Background: an optimization exercise with open tools, aiming at small area, a short achievable clock period and few clock cycles. Do not read the settings as production practice. RTL that was checked went through simulation tests only; none was proved equivalent to the original. Power is estimated from default activity; no workload was simulated.

## build 85
## cpu
module cpu(
    input             Clk,
    input             Reset_N,
    output     [15:0] i_address,
    input      [15:0] i_data,
    output reg        d_readM,
    output reg        d_writeM,
    output     [15:0] d_address,
    output     [15:0] d_wdata,
    input      [15:0] d_rdata,
    output reg [15:0] num_inst,
    output reg [15:0] output_port,
    output reg        is_halted
);
==> flow/config.mk <==
export PLATFORM = sky130hd
export DESIGN_NAME = cpu
export DESIGN_NICKNAME = cpu
export VERILOG_FILES = /design/flow/design.v
export SDC_FILE = /design/flow/constraint.sdc
export NUM_CORES = 4
export LEC_CHECK = 0
export ABC_AREA = 1
export CAP_MARGIN = 20
export CORE_MARGIN = 2
export CORE_UTILIZATION = 40
export CTS_BUF_LIST = sky130_fd_sc_hd__clkbuf_4 sky130_fd_sc_hd__clkbuf_8
export SETUP_SLACK_MARGIN = 5
export SLEW_MARGIN = 20
==> flow/constraint.sdc <==
create_clock -name core_clock -period 8.0 [get_ports {Clk}]
set_input_delay 1.6000 -clock core_clock [delete_from_list [all_inputs] [get_ports {Clk}]]
set_output_delay 1.6000 -clock core_clock [all_outputs]
set_load 0.01 [all_outputs]
run.sh (not shown) runs the stock make flow with config.mk's settings and CLKGATE_MAP_FILE= SYNTH_SCRIPT=/design/flow/synth_recipe.tcl, a recipe that flattens the netlist after the stock synthesis.
Build 85 closes out successfully: all stages finished, all timing, DRC and antenna checks passed.
Testbench counts of build 85, summed over its fixed seeds: cycles 315,823.
Relative to build 85, the following input files were edited for build 21:
- CORE_UTILIZATION changed from 40 to 50
- CTS_BUF_LIST removed (was sky130_fd_sc_hd__clkbuf_4 sky130_fd_sc_hd__clkbuf_8)
Results
Of build 85 and build 21, the higher utilization of the core after routing belongs to build 21. Build 21 vs build 85: maximum VDD drop up by more than 10%. Cell row count: build 21 vs build 85 down 10%. Of the two values seen for worst setup path endpoint, ex_y[2] was produced by build 85 and d_wdata[2] by build 21. Relative to build 85, clock-buffer cell count has decreased by 37 in build 21. Final area was lower in the run labelled build 21. From build 85 to build 21 the numbers moved as follows: part of the cycle the worst path needs climbed 0.16 points; critical path depth in cells now smaller.
Setup changes, build 21 to build 50
- changing CORE_UTILIZATION from 50 to 40
### Flow results
Build 50 vs. build 21: first-pass GRT wire length picked up an extra 3900 um; clock network fraction of design power lost 1.7 points. In the flow results for build 50 and build 21, the floorplan die height is smaller on build 21. Summary — final standard cell count with taps included and fillers excluded, build 50 relative to build 21: higher, by 87. Build 21 has a lower routed metal-1 wirelength than build 50. The smallest hold slack of build 21 and that of build 50 are within noise of each other. Build 21 → build 50: area of the multi-input gates now sits lower, worst path required time now sits higher.

========
cpu, a different RTL version from the one above (not shown whole).
Size in the first run: about 2000 cells after synthesis, roughly 120 I/O pins.
==> flow/config.mk <==
export PLATFORM = sky130hd
export DESIGN_NAME = cpu
export DESIGN_NICKNAME = cpu
export VERILOG_FILES = /design/flow/design.v
export SDC_FILE = /design/flow/constraint.sdc
export NUM_CORES = 4
export LEC_CHECK = 0
export ABC_AREA = 1
export CAP_MARGIN = 20
export CORE_MARGIN = 2
export CORE_UTILIZATION = 65
export SETUP_SLACK_MARGIN = 5
export SLEW_MARGIN = 20
==> flow/constraint.sdc <==
create_clock -name core_clock -period 8.0 [get_ports {Clk}]
set_input_delay 1.6000 -clock core_clock [delete_from_list [all_inputs] [get_ports {Clk}]]
set_output_delay 1.6000 -clock core_clock [all_outputs]
set_load 0.01 [all_outputs]
The starting point ended with an error in global routing on GRT-0232.
Rerun with:
- CORE_UTILIZATION: 65 -> 40
=> Now the flow passed the timing, DRC and antenna checks; synthesized area stays the same; synthesized cell count does not change.
Rerun with:
- CORE_UTILIZATION: 40 -> 65
- CTS_BUF_LIST: not set -> sky130_fd_sc_hd__clkbuf_4 sky130_fd_sc_hd__clkbuf_8
=> With this change the flow aborted during global routing (GRT-0232). Area after synthesis is unchanged. Synthesized cell count stays the same.
No functional check of the RTL was part of any run of this note.

========
## cedar
Another version of the RTL of cpu (not shown whole).
For scale: roughly 220 flip-flops, roughly 120 I/O pins.
Settings: LEC_CHECK=0, CAP_MARGIN=20, CORE_MARGIN=2, CORE_UTILIZATION=40, SETUP_SLACK_MARGIN=5, SLEW_MARGIN=20; clock period 8.0 ns.
Testbench counts of cedar, summed over its fixed seeds: cycles 315,823.
The following lists how pepper was set up differently from cedar:
Settings: PLACE_DENSITY: unset -> 0.45; ABC_AREA: unset -> 1.
--- outcome ---
As of pepper, maximum number of pins on one net before global-route repair had fallen by more than 10% compared to cedar. Vertical extent of the die was higher in pepper than in cedar. Relative to cedar, core area increased by about 6% in pepper. Summary of pepper over cedar: critical path depth moved up; transition at the pin with the smallest max-transition slack now larger; global-route total usage across every layer increased 1.3 points. Share of the clock period used by the worst path after layout: pepper and cedar compared, lower one is pepper. Delta (pepper minus cedar): net count after synthesis picked up an extra about 35%, power in sequential cells now smaller. Going from cedar to pepper, post-CTS setup buffer count shrank by more than a quarter. Comparing the two runs side by side, pepper comes out behind cedar on synthesized area.
Changes in raven relative to pepper:
Settings: a deleted PLACE_DENSITY that had been 0.45.
==> flow/flow/run.sh (new file) <==
#!/bin/bash
# The standard layout (standard.sh), with the port buffers that global
# placement inserts made from the smallest plain buffer; timing repair
# resizes them where needed.
set -euo pipefail
bash standard.sh "BUFFER_PORTS_ARGS=-buffer_cell sky130_fd_sc_hd__buf_1" finish > standard_flow.log 2>&1
==> flow/standard.sh (new file) <==
#!/bin/bash
# synth_recipe.tcl (not shown) runs the flow's synth.tcl, then flattens the netlist and writes it again
# the make line also repeats each setting of config.mk as NAME=value (left out here)
make -C /OpenROAD-flow-scripts/flow DESIGN_CONFIG=/design/flow/config.mk WORK_HOME=/design/flow/orfs CLKGATE_MAP_FILE= SYNTH_SCRIPT=/design/flow/synth_recipe.tcl "${@:-finish}"
removed: flow/run.sh
### Flow results
raven vs pepper: clock-buffer cell count down
raven vs. pepper: post-detailed-route via-to-cell ratio went up by 0.92%.
Diff pepper -> raven | total power | decrease of 160 uW
raven does worse than pepper on worst setup slack.
Between raven and pepper, the clock power does not differ in any meaningful way.
In terms of area occupied by registers, raven and pepper differ only marginally.
raven against pepper; non-clock buffer count is down by a little under 10%.
| wire length | raven vs pepper | better |
Looking at power per unit of standard cell area, raven sits 5.0 mW/mm^2 higher than pepper does.
> inputs changed (raven -> willow)
Settings: SETUP_SLACK_MARGIN changed from 5 to 4.8.
==> flow/run.sh (new file) <==
#!/bin/bash
# synth_recipe.tcl (not shown) runs the flow's synth.tcl, then flattens the netlist and writes it again
# the make line also repeats each setting of config.mk as NAME=value (left out here)
make -C /OpenROAD-flow-scripts/flow DESIGN_CONFIG=/design/flow/config.mk WORK_HOME=/design/flow/orfs CLKGATE_MAP_FILE= SYNTH_SCRIPT=/design/flow/synth_recipe.tcl finish
removed: flow/flow/run.sh
removed: flow/standard.sh
willow and raven all finish clean. Taking raven over willow, the post-cts sizing count ratio works out to 0.66. Between raven and willow, the flow reports via count decreasing by a few percent. Area of the mapped netlist: raven vs willow identical. From raven to willow the numbers moved as follows: post-placement setup slack down 710 ps, die area roughly the same, weighted congestion at the end of routability-driven global placement increased about 6%. raven has lower number of search-and-repair iterations in the first detailed-routing pass than willow. Cell internal power dissipation: willow > raven. Slowest stage cell on the critical path: sky130_fd_sc_hd__clkdlybuf4s50_1 -> willow, sky130_fd_sc_hd__o21ai_2 -> raven. Number of antenna diodes for willow is higher than for raven. For raven, the launch point of the worst path was i_data[10], unlike willow, where it was pc[8]$_DFFE_PN0P_.

re-timing with driven ports:
The flow's constraints put no driver on any port. The routed layouts listed below were extracted and timed again, unchanged, in two steps. Step 1 (the two cells are an assumption about what drives the block):
set clk [get_ports {Clk}]
set_driving_cell -lib_cell sky130_fd_sc_hd__clkbuf_16 $clk
set_driving_cell -lib_cell sky130_fd_sc_hd__buf_2 [delete_from_list [all_inputs] $clk]
Step 2 moves the port delays by t, midway between the first and last clock arrival at a register: inputs arrive t later, outputs are due t later. That takes back most of the time a late clock gives input paths. Slacks: no drivers / after step 1 / after step 2; pairs: no drivers / after step 1.
| run | t, ns | setup slack, ns | latest minus earliest clock arrival (ns) | worst slew at a driven data input, ns | pins driven straight from the clock port |
|---|---|---|---|---|---|
| build 85 | 0.624 | 5.027 / 4.984 / 4.411 | 0.037 / 0.038 | 0.04 | 1 |
| build 21 | 0.593 | 5.014 / 4.962 / 4.469 | 0.017 / 0.017 | 0.05 | 1 |
| build 50 | 0.617 | 5.025 / 4.989 / 4.435 | 0.028 / 0.028 | 0.05 | 1 |
| the second run of note 2 | 0.618 | 4.876 / 4.861 / 4.243 | 0.032 / 0.032 | 0.06 | 1 |
| cedar | 0.606 | 4.599 / 4.570 / 3.964 | 0.022 / 0.022 | 0.08 | 1 |
| pepper | 0.603 | 5.017 / 5.018 / 4.433 | 0.017 / 0.017 | 0.05 | 1 |
| raven | 0.591 | 4.925 / 4.916 / 4.325 | 0.036 / 0.036 | 0.06 | 1 |
| willow | 0.595 | 4.834 / 4.778 / 4.276 | 0.018 / 0.017 | 0.05 | 1 |
After both steps setup and hold are still met in every run listed. For cedar, which loses most, drivers alone change the setup slack by -0.029 ns; drivers and shift together by -0.635 ns.
